This is an optimization exercise on Yosys and OpenROAD, whose aim is small area and a short achievable clock period, not a production implementation. In this exercise RTL edits were held to simulation tests only and were not proved equivalent to the original. No activity file was given, so power comes from the tool's default toggle rates.

==> v19 <==
==> flow/design.v <==
module badicecream(input         Clk,                 
                             Reset,               
                             frame_clk,           
                input [10:0]   DrawX, DrawY ,    
				input [15:0]   keycode,				  
               	output logic is_BI	,			 
				output logic [10:0] BI_X, BI_Y,
				input logic up_wall, down_wall , left_wall, right_wall,
				output logic [10:0] BI_X_Pos, BI_Y_Pos,
				output logic [5:0] BI_BlkX_Pos, BI_BlkY_Pos
              );
	localparam [1:0] RIGHT = 2'd0, LEFT = 2'd1, UP = 2'd2, DOWN = 2'd3;
	logic frame_clk_delayed, frame_clk_rising_edge;
	logic [2:0] per_frame_counter;    
	logic [2:0] frame_counter;        
	logic       walking;
	logic [1:0] facing;
	logic [5:0] x_hi, y_hi;
	logic [4:0] off;
	always_ff @(posedge Clk) begin
		frame_clk_delayed     <= frame_clk;
		frame_clk_rising_edge <= frame_clk & ~frame_clk_delayed;
	end
	wire kW = (keycode[7:0] == 8'd26) | (keycode[15:8] == 8'd26);
	wire kA = (keycode[7:0] == 8'd4)  | (keycode[15:8] == 8'd4);
	wire kS = (keycode[7:0] == 8'd22) | (keycode[15:8] == 8'd22);
	wire kD = (keycode[7:0] == 8'd7)  | (keycode[15:8] == 8'd7);
	wire anykey = kW | kA | kS | kD;
	logic [1:0] key_dir;
	logic       key_wall;
	always_comb begin
		if (kW)      begin key_dir = UP;    key_wall = up_wall;    end
		else if (kA) begin key_dir = LEFT;  key_wall = left_wall;  end
		else if (kS) begin key_dir = DOWN;  key_wall = down_wall;  end
		else         begin key_dir = RIGHT; key_wall = right_wall; end
	end
	wire turn = frame_clk_rising_edge & ~walking & anykey;
	wire [1:0] facing_in = turn ? key_dir : facing;
	wire off_up  = ~facing[0];
	wire [4:0] off_next = off_up ? off + 5'd1 : off - 5'd1;
	wire off_wrap = off_up ? (off == 5'd31) : (off == 5'd0);
	wire walk_end = off_up ? (off == 5'd31) : (off == 5'd1);
	wire hi_up = ~(facing[0] ^ facing[1]);
	wire [5:0] hi_cur  = facing[1] ? y_hi : x_hi;
	wire [5:0] hi_next = hi_up ? hi_cur + 6'd1 : hi_cur - 6'd1;
	always_ff @(posedge Clk) begin
		if (Reset) begin
			per_frame_counter <= 3'd0;
			frame_counter     <= 3'd0;
			x_hi              <= 6'd2;     
			y_hi              <= 6'd2;     
			off               <= 5'd0;
			walking           <= 1'b0;
			facing            <= DOWN;
		end else if (frame_clk_rising_edge) begin
			per_frame_counter <= per_frame_counter + 3'd1;
			if (per_frame_counter == 3'd7)
				frame_counter <= frame_counter[2] ? 3'd0 : frame_counter + 3'd1;
			if (!walking) begin
				if (anykey) begin
					facing  <= key_dir;
					walking <= ~key_wall;
				end
			end else begin
				off <= off_next;
				if (off_wrap) begin
					if (facing[1]) y_hi <= hi_next;
					else           x_hi <= hi_next;
				end
				if (walk_end)
					walking <= 1'b0;
			end
		end
	end
	wire [4:0] x_lo = off & {5{~facing[1]}};
	wire [4:0] y_lo = ~(off & {5{facing[1]}});
	assign BI_X_Pos = {x_hi, x_lo};
	assign BI_Y_Pos = {y_hi, y_lo};
	wire moved = |off;
	wire xadj = moved & (facing == LEFT);
	wire yadj = moved & (facing == DOWN);
	assign BI_BlkX_Pos = x_hi - {5'd0, ~xadj};
	assign BI_BlkY_Pos = y_hi - {4'd0, yadj, ~yadj};
	wire [4:0] ox = off & {5{~facing[1]}};
	wire [4:0] oy = off & {5{facing[1]}};
	wire [5:0] xl = {1'b0, DrawX[4:0]} - {1'b0, ox};
	wire [5:0] yl = {1'b0, DrawY[4:0]} + {1'b0, oy};
	wire bx = xl[5];
	wire by = yl[5];
	wire [5:0] xa = DrawX[10:5];
	wire [5:0] xb = ~x_hi;
	wire [5:0] xp = xa ^ xb;
	wire [5:0] xq = xa | xb;
	wire inX = (xp[0] == ~bx) & (xp[5:1] == xq[4:0]) & xq[5];
	wire [5:0] ya = y_hi;
	wire [5:0] yb = ~DrawY[10:5];
	wire [5:0] yp = ya ^ yb;
	wire [5:0] yq = ya | yb;
	wire [5:0] yg = ya & yb;
	wire yu = (yp[5:2] == yq[4:1]) & yq[5];
	wire hd0 = (yp[0] == ~by) & (yp[1] == yq[0]);
	wire hd1 = (yp[0] == by) & (yp[1] == yg[0]);
	wire inY = yu & (hd0 | (hd1 & yl[4]));
	wire [1:0] t54 = hd0 ? {yl[4], ~yl[4]} : 2'b00;
	wire [3:0] row = {2'b00, t54} + {1'b0, facing_in, 1'b0} + {2'b00, facing_in};
	assign is_BI = inX & inY;
	assign BI_X = is_BI ? {3'b000, frame_counter, xl[4:0]} : 11'd0;
	assign BI_Y = is_BI ? {3'b000, row, yl[3:0]} : 11'd0;
endmodule
==> flow/flow/run.sh <==
#!/bin/bash
# The standard ORFS layout with three changes:
#  - the smallest buffer (buf_1) on every input and output port,
#  - adders left as plain logic (no half/full adder cells),
#  - ABC maps the logic with flow/abc_map.script instead of ORFS's speed script.
# Synthesis is otherwise the standard flow's own script (synth_recipe.tcl), so registers and
# their names are those of the standard synthesis.
set -euo pipefail
here=$PWD
export BUFFER_PORTS_ARGS="-buffer_cell sky130_fd_sc_hd__buf_1"
export ADDER_MAP_FILE=
{
  head -n 1 synth_recipe.tcl
  cat <<TCL
proc abc {args} {
  set i [lsearch -exact \$args -script]
  if { \$i >= 0 } { lset args [expr {\$i + 1}] $here/flow/abc_map.script }
  yosys abc {*}\$args
}
TCL
  tail -n +2 synth_recipe.tcl
} > own_synth.tcl
sed "s#SYNTH_SCRIPT=[^ ]*#SYNTH_SCRIPT=$here/own_synth.tcl#" standard.sh > own_standard.sh
grep -q "SYNTH_SCRIPT=$here/own_synth.tcl" own_standard.sh
bash own_standard.sh > standard.log 2>&1
==> flow/flow/abc_map.script <==
strash
dch
map -D 1500
topo
stime -c
buffer -c
upsize -c
dnsize -c
==> flow/standard.sh <==
#!/bin/bash
# synth_recipe.tcl (not shown) runs the flow's synth.tcl, then flattens the netlist and writes it again
# the make line also repeats each setting of config.mk as NAME=value (left out here)
make -C /OpenROAD-flow-scripts/flow DESIGN_CONFIG=/design/flow/config.mk WORK_HOME=/design/flow/orfs CLKGATE_MAP_FILE= SYNTH_SCRIPT=/design/flow/synth_recipe.tcl "${@:-finish}"
==> flow/config.mk <==
export PLATFORM = sky130hd
export DESIGN_NAME = badicecream
export DESIGN_NICKNAME = badicecream
export VERILOG_FILES = /design/flow/design.v
export SDC_FILE = /design/flow/constraint.sdc
export NUM_CORES = 4
export LEC_CHECK = 0
export CAP_MARGIN = 20
export CORE_MARGIN = 2
export CORE_UTILIZATION = 40
export SETUP_SLACK_MARGIN = 2.5
export SLEW_MARGIN = 20
==> flow/constraint.sdc <==
create_clock -name core_clock -period 8.0 [get_ports {Clk}]
set_input_delay 1.6000 -clock core_clock [delete_from_list [all_inputs] [get_ports {Clk}]]
set_output_delay 1.6000 -clock core_clock [all_outputs]
set_load 0.01 [all_outputs]
==> v7: changes against v19 <==
==> flow/flow/run.sh (replaced) <==
#!/bin/bash
# Standard ORFS layout, with the smallest buffer on every input and output port
# and without mapping adders to the library's half/full adder cells.
set -euo pipefail
export BUFFER_PORTS_ARGS="-buffer_cell sky130_fd_sc_hd__buf_1"
export ADDER_MAP_FILE=
bash standard.sh > standard.log 2>&1
--- a/flow/config.mk
+++ b/flow/config.mk
@@ -7,6 +7,6 @@
 export LEC_CHECK = 0
 export CAP_MARGIN = 20
 export CORE_MARGIN = 2
-export CORE_UTILIZATION = 40
+export CORE_UTILIZATION = 70
 export SETUP_SLACK_MARGIN = 2.5
 export SLEW_MARGIN = 20
removed: flow/flow/abc_map.script
==> v12: changes against v19 <==
==> flow/design.v (replaced) <==
module badicecream(input         Clk,                 
                             Reset,               
                             frame_clk,           
                input [10:0]   DrawX, DrawY ,    
				input [15:0]   keycode,				  
               	output logic is_BI	,			 
				output logic [10:0] BI_X, BI_Y,
				input logic up_wall, down_wall , left_wall, right_wall,
				output logic [10:0] BI_X_Pos, BI_Y_Pos,
				output logic [5:0] BI_BlkX_Pos, BI_BlkY_Pos
              );
	localparam [1:0] RIGHT = 2'd0, LEFT = 2'd1, UP = 2'd2, DOWN = 2'd3;
	logic frame_clk_delayed, frame_clk_rising_edge;
	logic [2:0] per_frame_counter;    
	logic [2:0] frame_counter;        
	logic       walking;
	logic [1:0] facing;
	always_ff @(posedge Clk) begin
		frame_clk_delayed     <= frame_clk;
		frame_clk_rising_edge <= frame_clk & ~frame_clk_delayed;
	end
	wire kW = (keycode[7:0] == 8'd26) | (keycode[15:8] == 8'd26);
	wire kA = (keycode[7:0] == 8'd4)  | (keycode[15:8] == 8'd4);
	wire kS = (keycode[7:0] == 8'd22) | (keycode[15:8] == 8'd22);
	wire kD = (keycode[7:0] == 8'd7)  | (keycode[15:8] == 8'd7);
	wire anykey = kW | kA | kS | kD;
	logic [1:0] key_dir;
	logic       key_wall;
	always_comb begin
		if (kW)      begin key_dir = UP;    key_wall = up_wall;    end
		else if (kA) begin key_dir = LEFT;  key_wall = left_wall;  end
		else if (kS) begin key_dir = DOWN;  key_wall = down_wall;  end
		else         begin key_dir = RIGHT; key_wall = right_wall; end
	end
	wire turn = frame_clk_rising_edge & ~walking & anykey;
	wire [1:0] facing_in = turn ? key_dir : facing;
	logic walk_end;
	always_comb begin
		case (facing)
			RIGHT: walk_end = (BI_X_Pos[4:0] == 5'd31);
			LEFT:  walk_end = (BI_X_Pos[4:0] == 5'd1);
			UP:    walk_end = (BI_Y_Pos[4:0] == 5'd0);
			DOWN:  walk_end = (BI_Y_Pos[4:0] == 5'd30);
		endcase
	end
	always_ff @(posedge Clk) begin
		if (Reset) begin
			per_frame_counter <= 3'd0;
			frame_counter     <= 3'd0;
			BI_X_Pos          <= 11'd64;
			BI_Y_Pos          <= 11'd95;
			walking           <= 1'b0;
			facing            <= DOWN;
		end else if (frame_clk_rising_edge) begin
			per_frame_counter <= per_frame_counter + 3'd1;
			if (per_frame_counter == 3'd7)
				frame_counter <= frame_counter[2] ? 3'd0 : frame_counter + 3'd1;
			if (!walking) begin
				if (anykey) begin
					facing  <= key_dir;
					walking <= ~key_wall;
				end
			end else begin
				case (facing)
					RIGHT: BI_X_Pos <= BI_X_Pos + 11'd1;
					LEFT:  BI_X_Pos <= BI_X_Pos - 11'd1;
					UP:    BI_Y_Pos <= BI_Y_Pos - 11'd1;
					DOWN:  BI_Y_Pos <= BI_Y_Pos + 11'd1;
				endcase
				if (walk_end)
					walking <= 1'b0;
			end
		end
	end
	wire xoff = (facing == LEFT) & (|BI_X_Pos[4:0]);
	wire yoff = (facing == DOWN) & ~(&BI_Y_Pos[4:0]);
	assign BI_BlkX_Pos = BI_X_Pos[10:5] - {5'd0, ~xoff};
	assign BI_BlkY_Pos = BI_Y_Pos[10:5] - {4'd0, yoff, ~yoff};
	wire [11:0] dx = {1'b0, DrawX} - {1'b0, BI_X_Pos};
	wire [11:0] dy = {1'b0, BI_Y_Pos} - {1'b0, DrawY};
	wire inX = (dx[11:5] == 7'd0);
	wire inY = ~dy[11] & (dy[10:0] <= 11'd47);
	wire [5:0] t = DrawY[5:0] - BI_Y_Pos[5:0] + 6'd47;
	wire [3:0] row = {2'b00, t[5:4]} + {1'b0, facing_in, 1'b0} + {2'b00, facing_in};
	assign is_BI = inX & inY;
	assign BI_X = is_BI ? {3'b000, frame_counter, dx[4:0]} : 11'd0;
	assign BI_Y = is_BI ? {3'b000, row, t[3:0]} : 11'd0;
endmodule
==> flow/flow/run.sh (replaced) <==
#!/bin/bash
# Standard ORFS layout, with the smallest buffer on every input and output port.
set -euo pipefail
export BUFFER_PORTS_ARGS="-buffer_cell sky130_fd_sc_hd__buf_1"
bash standard.sh > standard.log 2>&1
--- a/flow/config.mk
+++ b/flow/config.mk
@@ -8,5 +8,5 @@
 export CAP_MARGIN = 20
 export CORE_MARGIN = 2
 export CORE_UTILIZATION = 40
-export SETUP_SLACK_MARGIN = 2.5
+export SETUP_SLACK_MARGIN = 4
 export SLEW_MARGIN = 20
removed: flow/flow/abc_map.script
==> out/qor.csv <==
metric,value,unit
most area-consuming cells after synthesis,"dfxtp_1 (19%), xnor2_1 (10%), nor2_1 (8.4%)",
switching share of total power,24.0,%
placed cells,527,
multi-input combinational area share,66.1,%
mapped cell area,0.00290,mm²
simple-gate share of the synthesized area,31.6,%
most common cell in the netlist,nor2_1,
area of the multi-input gates,0.00216,mm²
outcome,timing/DRC/antenna clean,
"commonest cells after routing, fill and taps aside","buf_1 (94), nor2_1 (65), xnor2_1 (33)",
first-pass GRT wire length,10.9,mm
# the run above: v7

==> out/qor.csv <==
metric,value,unit
outcome,timing/DRC/antenna clean,
area of the multi-input gates,0.00181,mm²
first-pass GRT wire length,11.5,mm
"commonest cells after routing, fill and taps aside","buf_1 (95), nand2_1 (81), inv_1 (58)",
simple-gate share of the synthesized area,31.8,%
switching share of total power,27.7,%
multi-input combinational area share,57.9,%
placed cells,598,
mapped cell area,0.00272,mm²
most area-consuming cells after synthesis,"dfxtp_1 (21%), nand2_1 (11%), inv_1 (8.0%)",
# the run above: v19

==> out/qor.csv <==
metric,value,unit
outcome,timing/DRC/antenna clean,
most common cell in the netlist,ha_1,
simple-gate share of the synthesized area,25.8,%
"commonest cells after routing, fill and taps aside","buf_1 (72), inv_1 (45), ha_1 (44)",
area of the multi-input gates,0.00381,mm²
switching share of total power,31.9,%
R2R Path Start,facing[1]$_SDFFE_PP1N_,
multi-input combinational area share,65.8,%
placed cells,751,
first-pass GRT wire length,19.4,mm
# the run above: v12

[what the ideal ports hide]
Ports are ideal in the flow. The routed layouts listed here were re-timed in OpenROAD.
Step 1 (the two cells are an assumption about what drives the block):
set clk [get_ports {Clk}]
set_driving_cell -lib_cell sky130_fd_sc_hd__clkbuf_16 $clk
set_driving_cell -lib_cell sky130_fd_sc_hd__buf_2 [delete_from_list [all_inputs] $clk]
Step 2 moves the port delays by t, midway between the first and last clock arrival at a register: inputs arrive t later, outputs are due t later. That takes back most of the time a late clock gives input paths.
Three values: ideal ports, drivers, drivers and shift; two values: the first two.
| run | t (ns) | setup slack, ns | hold slack, ns | worst slew at a driven data input, ns | pins driven straight from the clock port |
|---|---|---|---|---|---|
| v19 | 0.296 | 2.711 / 2.691 / 2.691 | 0.381 / 0.381 / 0.381 | 0.04 | 1 |
| v7 | 0.299 | 2.664 / 2.643 / 2.643 | 0.391 / 0.391 / 0.391 | 0.04 | 1 |
| v12 | 0.322 | 1.594 / 1.568 / 1.568 | 0.393 / 0.393 / 0.393 | 0.05 | 1 |
After both steps every run listed still meets setup and hold. The setup slack of v12, which loses most, moves by -0.026 ns with the drivers and by -0.026 ns with both steps.
